Source: an optimization exercise on an open RTL-to-GDS flow (aim: small area, a short achievable clock period and few clock cycles). Production flows keep margins and buffers that such runs may drop.
RTL that was checked went through simulation tests only; none was proved equivalent to the original.
No driver is modelled on the clock port, so clock power and skew are understated where the tree is cut down; a real chip needs a root buffer or a tree.

garnet:
Design MyDesign, start of the top module:
module MyDesign(
  input wire reset_n                      ,  
  input wire clk                          ,
  input wire dut_valid                    , 
  output wire dut_ready                   ,
  output wire                           dut__tb__sram_input_write_enable  ,
  output wire [16-1 : 0     ]   dut__tb__sram_input_write_address ,
  output wire [32-1 : 0     ]   dut__tb__sram_input_write_data    ,
  output wire [16-1 : 0     ]   dut__tb__sram_input_read_address  , 
  input  wire signed [32-1 : 0     ]   tb__dut__sram_input_read_data     ,     
  output wire                           dut__tb__sram_weight_write_enable  ,
  output wire [16-1 : 0     ]   dut__tb__sram_weight_write_address ,
  output wire [32-1 : 0     ]   dut__tb__sram_weight_write_data    ,
  output wire [16-1 : 0     ]   dut__tb__sram_weight_read_address  , 
  input  wire signed [32-1 : 0     ]   tb__dut__sram_weight_read_data     ,     
  output wire                           dut__tb__sram_result_write_enable  ,
  output wire [16-1 : 0     ]   dut__tb__sram_result_write_address ,
  output wire signed [32-1 : 0     ]   dut__tb__sram_result_write_data    ,
  output wire [16-1 : 0     ]   dut__tb__sram_result_read_address  , 
  input  wire signed [32-1 : 0     ]   tb__dut__sram_result_read_data     ,     
  output wire                           dut__tb__sram_scratchpad_write_enable  ,
  output wire [16-1 : 0     ]   dut__tb__sram_scratchpad_write_address ,
  output wire signed [32-1 : 0     ]   dut__tb__sram_scratchpad_write_data    ,
  output wire [16-1 : 0     ]   dut__tb__sram_scratchpad_read_address  , 
  input  wire signed [32-1 : 0     ]   tb__dut__sram_scratchpad_read_data  
);
localparam AW = 12;    
localparam [2:0] ST_IDLE = 3'd0, ST_HDR = 3'd1, ST_RUN = 3'd2, ST_WAIT = 3'd3, ST_FIN = 3'd4;
localparam [2:0] PH_Q = 3'd0, PH_K = 3'd1, PH_V = 3'd2, PH_S = 3'd3, PH_Z = 3'd4;
logic [2:0]    st;
logic          ready_r;
logic [2:0]    ph;
logic [1:0]    wcnt;
logic [4:0]    n1;         
logic [5:0]    d1;         
logic [5:0]    p1;         
logic [5:0]    k_cnt;      
logic [5:0]    j_cnt;      
logic [4:0]    i_cnt;      
logic          kfirst;
logic [9:0]    np;         
logic [AW-1:0] a_addr, a_row, b_addr, b_base, b_col;
logic f0, l0, sel0, f1, l1, f2, l2;
logic [31:0] opa, opb, s_r, c_r, acc;
logic        we_r;
logic [AW-1:0] waddr;
wire kl = (k_cnt == 6'd1);
  ...
Size: roughly 290 flip-flops, about 27000 µm² of cells after synthesis.
==> flow/config.mk <==
export PLATFORM = sky130hd
export DESIGN_NAME = MyDesign
export DESIGN_NICKNAME = MyDesign
export VERILOG_FILES = /design/flow/design.v
export SDC_FILE = /design/flow/constraint.sdc
export NUM_CORES = 4
export LEC_CHECK = 0
export CAP_MARGIN = 20
export CORE_MARGIN = 2
export CORE_UTILIZATION = 40
export SLEW_MARGIN = 20
export SYNTH_HIERARCHICAL = 1
export SYNTH_MINIMUM_KEEP_SIZE = 0
==> flow/constraint.sdc <==
create_clock -name core_clock -period 16.0 [get_ports {clk}]
set_input_delay 3.2000 -clock core_clock [delete_from_list [all_inputs] [get_ports {clk}]]
set_output_delay 3.2000 -clock core_clock [all_outputs]
set_load 0.01 [all_outputs]
standard.sh (not shown) runs the stock make flow with config.mk's settings and CLKGATE_MAP_FILE= SYNTH_SCRIPT=/design/flow/synth_recipe.tcl, a recipe that flattens the netlist after the stock synthesis.
==> flow/flow/run.sh <==
#!/bin/bash
# Layout flow: the standard flow (standard.sh) with two changes to how the
# layout is made: port buffers use the small sky130_fd_sc_hd__buf_1 cell, and
# timing repair aims for extra setup slack so that the achieved period shrinks.
# The clock period and constraints are the standard flow's own (constraint.sdc).
set -euo pipefail
bash standard.sh finish \
  "BUFFER_PORTS_ARGS=-buffer_cell sky130_fd_sc_hd__buf_1" \
  "SETUP_SLACK_MARGIN=12" \
  > standard.log 2>&1
Testbench counts of garnet, summed over its fixed seeds: cycles 88,723.
Input changes introduced in pepper (baseline for comparison: garnet):
-- flow/flow/run.sh --
<<< garnet, line 8
  "BUFFER_PORTS_ARGS=-buffer_cell sky130_fd_sc_hd__buf_1" \
  "SETUP_SLACK_MARGIN=12" \
  > standard.log 2>&1
>>> pepper, line 8
  "BUFFER_PORTS_ARGS=-buffer_cell sky130_fd_sc_hd__buf_1" \
  "SETUP_SLACK_MARGIN=11" \
  > standard.log 2>&1
Compare garnet and pepper | total of clock buffers placed in the layout higher: pepper. Re sink count of the clock tree: no difference whatsoever between garnet and pepper. Looking only at mean number of vias per cell, and setting everything else aside, the higher value of garnet and pepper goes to garnet. Number of buffers outside the clock class in the layout ends up higher on garnet. Sort garnet and pepper by worst-case setup margin in the final layout, ascending, and pepper comes first. Summary of pepper over garnet: number of buffers and inverters on the critical path moved down, maximum clock rate fell by 5.1%. When pepper is measured against garnet, its post-layout instance count excluding filler cells turns out 126 lower. Compared with garnet, pepper shows a final area that is 8.9% lower.
### pepper -> juniper
- CTS_BUF_LIST: unset -> sky130_fd_sc_hd__clkbuf_4 sky130_fd_sc_hd__clkbuf_8
-- flow/flow/run.sh --
<<< pepper, line 8
  "BUFFER_PORTS_ARGS=-buffer_cell sky130_fd_sc_hd__buf_1" \
  "SETUP_SLACK_MARGIN=11" \
  > standard.log 2>&1
>>> juniper, line 8
  "BUFFER_PORTS_ARGS=-buffer_cell sky130_fd_sc_hd__buf_1" \
  "SETUP_SLACK_MARGIN=12" \
  > standard.log 2>&1
==> comparison <==
Critical path depth: pepper and juniper compared, lower one is juniper
juniper vs. pepper: setup slack climbed 0.13 ns, relative max-transition margin went up 14 points, final area went up.
juniper ends up with higher proportion of final cell area spent on non-clock buffers than pepper does.
Compared juniper vs pepper, and clock period minus worst slack is down in juniper.
Compared with pepper, juniper shows a higher met2 layer usage reported by global route.
Re number of pins with negative max-slew slack in the final report: no difference whatsoever between juniper and pepper.
Number of placement rows: pepper vs juniper identical
Comparing pepper and juniper, the higher final-layout fill cell count is on pepper.
### juniper -> onyx
- clearing CTS_BUF_LIST, which used to be sky130_fd_sc_hd__clkbuf_4 sky130_fd_sc_hd__clkbuf_8
==> flow/run.sh (new file) <==
#!/bin/bash
# synth_recipe.tcl (not shown) runs the flow's synth.tcl, then flattens the netlist and writes it again
# the make line also repeats each setting of config.mk as NAME=value (left out here)
make -C /OpenROAD-flow-scripts/flow DESIGN_CONFIG=/design/flow/config.mk WORK_HOME=/design/flow/orfs CLKGATE_MAP_FILE= SYNTH_SCRIPT=/design/flow/synth_recipe.tcl finish
removed: flow/flow/run.sh
removed: flow/standard.sh
## What came out
juniper reports its highest-delay cell along the critical path as sky130_fd_sc_hd__edfxtp_1 while onyx reports sky130_fd_sc_hd__nor2b_4. onyx gives less met2 track demand over resource in global routing than juniper did. From juniper to onyx the numbers moved as follows: routability congestion estimate moved up; overall track demand over capacity in global routing decreased by 0.92 points relative to the old numbers; final worst hold slack now sits at about the same level; wire length on met1 went down 5.2%; number of global-route vias before repair now sits lower. Across both runs, worst setup slack was lower for onyx than for juniper. onyx ended up with met4 as its top routing layer in use; juniper ended up with met5. juniper tops out at a higher clock frequency than onyx. Delta (onyx minus juniper): number of resized instances in the post-cts repair step fell by 318.

========
Setup of run A:
MyDesign, a different RTL version from the one above (not shown whole).
Size in the first run: about 300 flip-flops, ~390 I/O pins.
Design MyDesign, start of the top module:
module MyDesign(
  input wire reset_n                      ,  
  input wire clk                          ,
  input wire dut_valid                    , 
  output wire dut_ready                   ,
  output wire                           dut__tb__sram_input_write_enable  ,
  output wire [16-1 : 0     ]   dut__tb__sram_input_write_address ,
  output wire [32-1 : 0     ]   dut__tb__sram_input_write_data    ,
  output wire [16-1 : 0     ]   dut__tb__sram_input_read_address  , 
  input  wire signed [32-1 : 0     ]   tb__dut__sram_input_read_data     ,     
  output wire                           dut__tb__sram_weight_write_enable  ,
  output wire [16-1 : 0     ]   dut__tb__sram_weight_write_address ,
  output wire [32-1 : 0     ]   dut__tb__sram_weight_write_data    ,
  output wire [16-1 : 0     ]   dut__tb__sram_weight_read_address  , 
  input  wire signed [32-1 : 0     ]   tb__dut__sram_weight_read_data     ,     
  output wire                           dut__tb__sram_result_write_enable  ,
  output wire [16-1 : 0     ]   dut__tb__sram_result_write_address ,
  output wire signed [32-1 : 0     ]   dut__tb__sram_result_write_data    ,
  output wire [16-1 : 0     ]   dut__tb__sram_result_read_address  , 
  input  wire signed [32-1 : 0     ]   tb__dut__sram_result_read_data     ,     
  output wire                           dut__tb__sram_scratchpad_write_enable  ,
  output wire [16-1 : 0     ]   dut__tb__sram_scratchpad_write_address ,
  output wire signed [32-1 : 0     ]   dut__tb__sram_scratchpad_write_data    ,
  output wire [16-1 : 0     ]   dut__tb__sram_scratchpad_read_address  , 
  input  wire signed [32-1 : 0     ]   tb__dut__sram_scratchpad_read_data  
);
Settings: LEC_CHECK=0, CAP_MARGIN=20, CORE_MARGIN=2, CORE_UTILIZATION=40, CTS_CLUSTER_DIAMETER=100, CTS_CLUSTER_SIZE=20, SLEW_MARGIN=20, SYNTH_HIERARCHICAL=1, SYNTH_MINIMUM_KEEP_SIZE=0; clock period 16.0 ns.
==> flow/flow/run.sh <==
#!/bin/bash
# Layout flow: the standard flow (standard.sh) with these changes to how the
# layout is made:
# - port buffers use the small sky130_fd_sc_hd__buf_1 cell;
# - timing repair aims for extra setup slack so that the achieved period shrinks;
# - the constant outputs share one tie cell (SKIP_REPAIR_TIE_FANOUT);
# - after ORFS's CTS step, flow/manual_cts.tcl replaces TritonCTS's clock tree
#   with a flatter one (root buffers plus one level of leaf buffers, no
#   intended skew), then legalises placement and repairs timing again.
# The clock period and constraints are the standard flow's own (constraint.sdc).
set -euo pipefail
here="$(pwd)"
bash standard.sh finish \
  "BUFFER_PORTS_ARGS=-buffer_cell sky130_fd_sc_hd__buf_1" \
  "SETUP_SLACK_MARGIN=11.6" \
  "SKIP_REPAIR_TIE_FANOUT=1" \
  "POST_CTS_TCL=${here}/flow/manual_cts.tcl" \
  > standard.log 2>&1
Other scripts of this flow, unchanged in this note and not shown: flow/flow/manual_cts.tcl
Run A | stages: all done | timing, DRC, antenna: all pass
Here is what was changed in the inputs of run B compared with run A.
diff --git a/flow/flow/run.sh b/flow/flow/run.sh
--- a/flow/flow/run.sh
+++ b/flow/flow/run.sh
@@ -13,5 +13,5 @@
 bash standard.sh finish \
   "BUFFER_PORTS_ARGS=-buffer_cell sky130_fd_sc_hd__buf_1" \
-  "SETUP_SLACK_MARGIN=11.6" \
+  "SETUP_SLACK_MARGIN=11.75" \
   "SKIP_REPAIR_TIE_FANOUT=1" \
   "POST_CTS_TCL=${here}/flow/manual_cts.tcl" \
==> run summary <==
Post-synthesis to final-layout area growth: run B > run A
Compared with run A, in run B area taken by flip-flops and latches +150 µm².
Compared with run A, in run B post-route clock period utilization fell by 0.95 points.
No functional check of the RTL was part of any run of this note. No run of this note takes its clock network from TritonCTS; it comes from the design's own scripts or RTL.

-- re-timing with driven ports --
The flow's constraints put no driver on any port. The routed layouts listed below were extracted and timed again, unchanged, in two steps. Step 1 assumes that a clkbuf_16 drives the clock port and a buf_2 every other input. Step 2, shift: input delay + t, output delay - t, t = (earliest + latest rising clock arrival at the registers) / 2. This alone moves slack from input paths to output paths. Slacks: no drivers / after step 1 / after step 2; pairs: no drivers / after step 1.
run	t, ns	setup WS [ns]	worst setup path after step 2	clock arrival spread, ns	worst slew at a driven data input, ns
garnet	0.633	11.508 / 11.446 / 11.791	input to register	0.061 / 0.061	0.07
pepper	0.641	11.266 / 11.266 / 11.266	register to register	0.062 / 0.062	0.11
juniper	0.733	11.396 / 11.335 / 11.788	input to register	0.073 / 0.074	0.07
onyx	0.634	10.766 / 10.766 / 10.766	register to register	0.036 / 0.036	0.07
run A	0.429	11.753 / 11.753 / 11.753	register to register	0.023 / 0.023	0.09
run B	0.429	11.905 / 11.812 / 11.841	input to register	0.026 / 0.026	0.10
After both steps setup and hold are still met in every run listed. The setup slack of run B, which loses most, moves by -0.093 ns with the drivers and by -0.064 ns with both steps.
